From an optimization exercise on the open Yosys and OpenROAD flow, aimed at small area and a short achievable clock period; shortcuts taken in it are not production practice.
No activity file was given, so power comes from the tool's default toggle rates.

==> flow/design.v <==
module LCD_CTRL(clk,reset,datain,cmd,cmd_valid,dataout,output_valid,busy);
input clk;
input reset;
input [7:0] datain;
input [2:0] cmd;
input cmd_valid;
output [7:0] dataout;
output output_valid;
output busy;
reg [7:0] ring [0:63];
reg [5:0] phase;              
reg [5:0] base;               
reg       busy_r, ov_r;       
reg [3:0] cnt;                
reg [7:0] lo_r, hi_r;         
reg [2:0] ox, oy;
reg       mag;
reg [7:0] out_r;
reg [7:0] c00, c22, c_o, c_r, c_d, c_u;
integer i;
wire is_load = busy_r & ~ov_r;
wire accept  = ~busy_r & cmd_valid;
wire ox0 = (ox == 3'd0), ox4 = (ox == 3'd4);
wire oy0 = (oy == 3'd0), oy4 = (oy == 3'd4);
wire [5:0] ra_reg = {|hi_r[7:4] , |{hi_r[7:6], hi_r[3:2]}, |{hi_r[7], hi_r[5], hi_r[3], hi_r[1]},
                     |lo_r[7:4] , |{lo_r[7:6], lo_r[3:2]}, |{lo_r[7], lo_r[5], lo_r[3], lo_r[1]}};
wire use_rd = busy_r | (mag & ~ox0 & (cmd == 3'd5));
wire [63:0] sel;
wire [7:0]  rd, out_d, first_n;
wire        nuse_rd = ~use_rd;
genvar g, b;
generate
  for (g = 0; g < 64; g = g + 1) begin : s
    assign sel[g] = lo_r[g%8] & hi_r[g/8];
  end
  for (b = 0; b < 8; b = b + 1) begin : rbit
    wire [20:0] t;
    wire        t21;
    wire [5:0]  u;
    wire        v0, v1;
    for (g = 0; g < 21; g = g + 1) begin : a3
      lcd_aoi222 ua (.a(sel[3*g]), .b(ring[3*g][b]), .c(sel[3*g+1]), .d(ring[3*g+1][b]),
                     .e(sel[3*g+2]), .f(ring[3*g+2][b]), .y(t[g]));
    end
    lcd_nand2 ub (.a(sel[63]), .b(ring[63][b]), .y(t21));
    lcd_nand4 n0 (.a(t[0]),  .b(t[1]),  .c(t[2]),  .d(t[3]),  .y(u[0]));
    lcd_nand4 n1 (.a(t[4]),  .b(t[5]),  .c(t[6]),  .d(t[7]),  .y(u[1]));
    lcd_nand4 n2 (.a(t[8]),  .b(t[9]),  .c(t[10]), .d(t[11]), .y(u[2]));
    lcd_nand4 n3 (.a(t[12]), .b(t[13]), .c(t[14]), .d(t[15]), .y(u[3]));
    lcd_nand4 n4 (.a(t[16]), .b(t[17]), .c(t[18]), .d(t[19]), .y(u[4]));
    lcd_nand2 n5 (.a(t[20]), .b(t21), .y(u[5]));
    lcd_nor3  m0 (.a(u[0]), .b(u[1]), .c(u[2]), .y(v0));
    lcd_nor3  m1 (.a(u[3]), .b(u[4]), .c(u[5]), .y(v1));
    lcd_nand2 m2 (.a(v0), .b(v1), .y(rd[b]));
    lcd_a32oi m3 (.a1(v0), .a2(v1), .a3(use_rd), .b1(nuse_rd), .b2(first_n[b]), .y(out_d[b]));
  end
endgenerate
reg [5:0] bn;
always @* begin
  case (cmd)
    3'd1: bn = 6'd62;
    3'd2: bn = phase - 6'd18;
    3'd4: bn = ox4 ? base : base - 6'd1;
    3'd5: bn = ox0 ? base : base + 6'd1;
    3'd6: bn = oy0 ? base : base + 6'd8;
    3'd7: bn = oy4 ? base : base - 6'd8;
    default: bn = base;
  endcase
end
reg [5:0] bnp;
always @* begin
  case (cmd)
    3'd1: bnp = 6'd63;
    3'd2: bnp = phase - 6'd17;
    3'd4: bnp = ox4 ? base + 6'd1 : base;
    3'd5: bnp = ox0 ? base + 6'd1 : base + 6'd2;
    3'd6: bnp = oy0 ? base + 6'd1 : base + 6'd9;
    3'd7: bnp = oy4 ? base + 6'd1 : base - 6'd7;
    default: bnp = base + 6'd1;
  endcase
end
wire mag_n = (cmd == 3'd2) | (mag & (cmd != 3'd1) & (cmd != 3'd3));
reg [7:0] first;
always @* begin
  case (cmd)
    3'd2: first = c22;
    3'd0: first = mag ? c_o : c00;
    3'd4: first = mag ? (ox4 ? c_o : c_r) : c00;
    3'd5: first = mag ? c_o : c00;
    3'd6: first = mag ? (oy0 ? c_o : c_u) : c00;
    3'd7: first = mag ? (oy4 ? c_o : c_d) : c00;
    default: first = c00;
  endcase
end
assign first_n = ~first;
wire       row_next = (cnt[1:0] == 2'd2);
wire [5:0] step     = mag ? (row_next ? 6'd60 : 6'd0) : (row_next ? 6'd55 : 6'd63);
reg [5:0] ra_n;
always @* begin
  if (~busy_r) begin
    if (~cmd_valid)        ra_n = base + 6'd2;           
    else if (cmd == 3'd1)  ra_n = 6'd63;
    else if (mag_n)        ra_n = bn;                    
    else                   ra_n = phase - 6'd1;          
  end else if (~ov_r) begin
    ra_n = (ra_reg == 6'd62) ? 6'd61 : ra_reg + 6'd1;
  end else if (cnt == 4'd14) begin
    ra_n = base + 6'd9;                                  
  end else if (cnt == 4'd15) begin
    ra_n = base + 6'd2;                                  
  end else begin
    ra_n = ra_reg + step;
  end
end
always @(posedge clk) begin
  for (i = 63; i > 0; i = i - 1) ring[i] <= ring[i-1];
  ring[0] <= is_load ? datain : ring[63];
  out_r  <= out_d;
  lo_r   <= 8'd1 << ra_n[2:0];
  hi_r   <= 8'd1 << ra_n[5:3];
  phase  <= (accept & (cmd == 3'd1)) ? 6'd63 : phase + 6'd1;
  base   <= accept ? bnp : base + 6'd1;
  cnt    <= ov_r ? cnt + 4'd1 : 4'd0;
end
always @(posedge clk) begin
  if (is_load & (ra_reg == 6'd63)) c00 <= datain;
  if (is_load & (ra_reg == 6'd17)) c22 <= datain;
  if (ov_r & (cnt == 4'd0)) begin
    c_o <= out_r;
    c_r <= rd;
  end
  if (ov_r & (cnt == 4'd3))  c_d <= rd;
  if (ov_r & (cnt == 4'd15)) c_u <= rd;
end
always @(posedge clk) begin
  if (reset) begin
    busy_r <= 1'b0;
    ov_r   <= 1'b0;
  end else if (~busy_r) begin
    if (cmd_valid) begin
      busy_r <= 1'b1;
      ov_r   <= (cmd != 3'd1);
    end
  end else if (is_load) begin
    if (ra_reg == 6'd62) ov_r <= 1'b1;
  end else if (cnt == 4'd15) begin
    busy_r <= 1'b0;
    ov_r   <= 1'b0;
  end
end
always @(posedge clk) begin
  if (accept) begin
    mag <= mag_n;
    case (cmd)
      3'd1: begin ox <= 3'd0; oy <= 3'd0; end
      3'd2: begin ox <= 3'd2; oy <= 3'd2; end
      3'd4: if (!ox4) ox <= ox + 3'd1;
      3'd5: if (!ox0) ox <= ox - 3'd1;
      3'd6: if (!oy0) oy <= oy - 3'd1;
      3'd7: if (!oy4) oy <= oy + 3'd1;
      default: ;
    endcase
  end
end
assign dataout      = out_r;
assign busy         = busy_r;
assign output_valid = ov_r;
endmodule
module lcd_aoi222(input a, b, c, d, e, f, output y);
  assign y = ~((a & b) | (c & d) | (e & f));
endmodule
module lcd_nand4(input a, b, c, d, output y);
  assign y = ~(a & b & c & d);
endmodule
module lcd_nand2(input a, b, output y);
  assign y = ~(a & b);
endmodule
module lcd_nor3(input a, b, c, output y);
  assign y = ~(a | b | c);
endmodule
module lcd_a32oi(input a1, a2, a3, b1, b2, output y);
  assign y = ~((a1 & a2 & a3) | (b1 & b2));
endmodule
clock: 5.5 ns
lec_check: 0
cap_margin: 20
core_margin: 2
core_utilization: 40
setup_slack_margin: 3.0
slew_margin: 20
synth_hierarchical: 1
run.sh (not shown) runs the stock make flow with config.mk's settings and CLKGATE_MAP_FILE= SYNTH_SCRIPT=/design/flow/synth_recipe.tcl, a recipe that flattens the netlist after the stock synthesis.
Rerun with:
--- a/flow/design.v
+++ b/flow/design.v
@@ -9,32 +9,30 @@
 output busy;
 reg [7:0] ring [0:63];
 reg [5:0] phase;              
 reg [5:0] base;               
 reg       busy_r, ov_r;       
 reg [3:0] cnt;                
-reg [7:0] lo_r, hi_r;         
+reg [5:0] ra_reg;             
 reg [2:0] ox, oy;
 reg       mag;
 reg [7:0] out_r;
 reg [7:0] c00, c22, c_o, c_r, c_d, c_u;
 integer i;
 wire is_load = busy_r & ~ov_r;
 wire accept  = ~busy_r & cmd_valid;
 wire ox0 = (ox == 3'd0), ox4 = (ox == 3'd4);
 wire oy0 = (oy == 3'd0), oy4 = (oy == 3'd4);
-wire [5:0] ra_reg = {|hi_r[7:4] , |{hi_r[7:6], hi_r[3:2]}, |{hi_r[7], hi_r[5], hi_r[3], hi_r[1]},
-                     |lo_r[7:4] , |{lo_r[7:6], lo_r[3:2]}, |{lo_r[7], lo_r[5], lo_r[3], lo_r[1]}};
-wire use_rd = busy_r | (mag & ~ox0 & (cmd == 3'd5));
+wire [7:0]  lo = 8'd1 << ra_reg[2:0];
+wire [7:0]  hi = 8'd1 << ra_reg[5:3];
 wire [63:0] sel;
-wire [7:0]  rd, out_d, first_n;
-wire        nuse_rd = ~use_rd;
+wire [7:0]  rd;
 genvar g, b;
 generate
   for (g = 0; g < 64; g = g + 1) begin : s
-    assign sel[g] = lo_r[g%8] & hi_r[g/8];
+    assign sel[g] = lo[g%8] & hi[g/8];
   end
   for (b = 0; b < 8; b = b + 1) begin : rbit
     wire [20:0] t;
     wire        t21;
     wire [5:0]  u;
     wire        v0, v1;
@@ -49,13 +47,12 @@
     lcd_nand4 n3 (.a(t[12]), .b(t[13]), .c(t[14]), .d(t[15]), .y(u[3]));
     lcd_nand4 n4 (.a(t[16]), .b(t[17]), .c(t[18]), .d(t[19]), .y(u[4]));
     lcd_nand2 n5 (.a(t[20]), .b(t21), .y(u[5]));
     lcd_nor3  m0 (.a(u[0]), .b(u[1]), .c(u[2]), .y(v0));
     lcd_nor3  m1 (.a(u[3]), .b(u[4]), .c(u[5]), .y(v1));
     lcd_nand2 m2 (.a(v0), .b(v1), .y(rd[b]));
-    lcd_a32oi m3 (.a1(v0), .a2(v1), .a3(use_rd), .b1(nuse_rd), .b2(first_n[b]), .y(out_d[b]));
   end
 endgenerate
 reg [5:0] bn;
 always @* begin
   case (cmd)
     3'd1: bn = 6'd62;
@@ -64,38 +61,25 @@
     3'd5: bn = ox0 ? base : base + 6'd1;
     3'd6: bn = oy0 ? base : base + 6'd8;
     3'd7: bn = oy4 ? base : base - 6'd8;
     default: bn = base;
   endcase
 end
-reg [5:0] bnp;
-always @* begin
-  case (cmd)
-    3'd1: bnp = 6'd63;
-    3'd2: bnp = phase - 6'd17;
-    3'd4: bnp = ox4 ? base + 6'd1 : base;
-    3'd5: bnp = ox0 ? base + 6'd1 : base + 6'd2;
-    3'd6: bnp = oy0 ? base + 6'd1 : base + 6'd9;
-    3'd7: bnp = oy4 ? base + 6'd1 : base - 6'd7;
-    default: bnp = base + 6'd1;
-  endcase
-end
 wire mag_n = (cmd == 3'd2) | (mag & (cmd != 3'd1) & (cmd != 3'd3));
 reg [7:0] first;
 always @* begin
   case (cmd)
     3'd2: first = c22;
     3'd0: first = mag ? c_o : c00;
     3'd4: first = mag ? (ox4 ? c_o : c_r) : c00;
-    3'd5: first = mag ? c_o : c00;
+    3'd5: first = mag ? (ox0 ? c_o : rd) : c00;
     3'd6: first = mag ? (oy0 ? c_o : c_u) : c00;
     3'd7: first = mag ? (oy4 ? c_o : c_d) : c00;
     default: first = c00;
   endcase
 end
-assign first_n = ~first;
 wire       row_next = (cnt[1:0] == 2'd2);
 wire [5:0] step     = mag ? (row_next ? 6'd60 : 6'd0) : (row_next ? 6'd55 : 6'd63);
 reg [5:0] ra_n;
 always @* begin
   if (~busy_r) begin
     if (~cmd_valid)        ra_n = base + 6'd2;           
@@ -112,17 +96,16 @@
     ra_n = ra_reg + step;
   end
 end
 always @(posedge clk) begin
   for (i = 63; i > 0; i = i - 1) ring[i] <= ring[i-1];
   ring[0] <= is_load ? datain : ring[63];
-  out_r  <= out_d;
-  lo_r   <= 8'd1 << ra_n[2:0];
-  hi_r   <= 8'd1 << ra_n[5:3];
+  out_r  <= busy_r ? rd : first;
+  ra_reg <= ra_n;
   phase  <= (accept & (cmd == 3'd1)) ? 6'd63 : phase + 6'd1;
-  base   <= accept ? bnp : base + 6'd1;
+  base   <= (accept ? bn : base) + 6'd1;
   cnt    <= ov_r ? cnt + 4'd1 : 4'd0;
 end
 always @(posedge clk) begin
   if (is_load & (ra_reg == 6'd63)) c00 <= datain;
   if (is_load & (ra_reg == 6'd17)) c22 <= datain;
   if (ov_r & (cnt == 4'd0)) begin
@@ -175,9 +158,6 @@
 module lcd_nand2(input a, b, output y);
   assign y = ~(a & b);
 endmodule
 module lcd_nor3(input a, b, c, output y);
   assign y = ~(a | b | c);
 endmodule
-module lcd_a32oi(input a1, a2, a3, b1, b2, output y);
-  assign y = ~((a1 & a2 & a3) | (b1 & b2));
-endmodule
The new run completed without violations.
Final area is lower by 1.5%.
Sequential power is lower by about 3%.
Power is lower by 7.4%.
Global-route usage is higher by 0.43 points.
Sequential cell count is lower by 10.
Fmax is lower by 18%.
Function was not checked in any run of this note: the RTL went through the layout flow alone.

re-timing with driven ports:
In the flow no input, the clock included, has a driving cell. The finished layouts below were timed again as built, in two steps. Step 1 assumes that a clkbuf_16 drives the clock port and a buf_2 every other input. Step 2 moves the port delays by t, midway between the first and last clock arrival at a register: inputs arrive t later, outputs are due t later. That takes back most of the time a late clock gives input paths. Slacks: ideal ports / drivers / drivers and shift; pairs: ideal ports / drivers.
run	t (ns)	slack for setup (ns)	worst hold slack (ns)	clock arrival spread, ns	worst register clock-pin slew, ns
the first run	0.660	2.948 / 2.974 / 2.314	0.334 / 0.334 / 0.334	0.040 / 0.040	0.07 / 0.07
the second run	0.655	2.399 / 2.399 / 2.399	0.337 / 0.337 / 0.337	0.031 / 0.032	0.07 / 0.07
After both steps setup and hold are still met in every run listed. The setup slack of the first run, which loses most, moves by +0.026 ns with the drivers and by -0.634 ns with both steps.
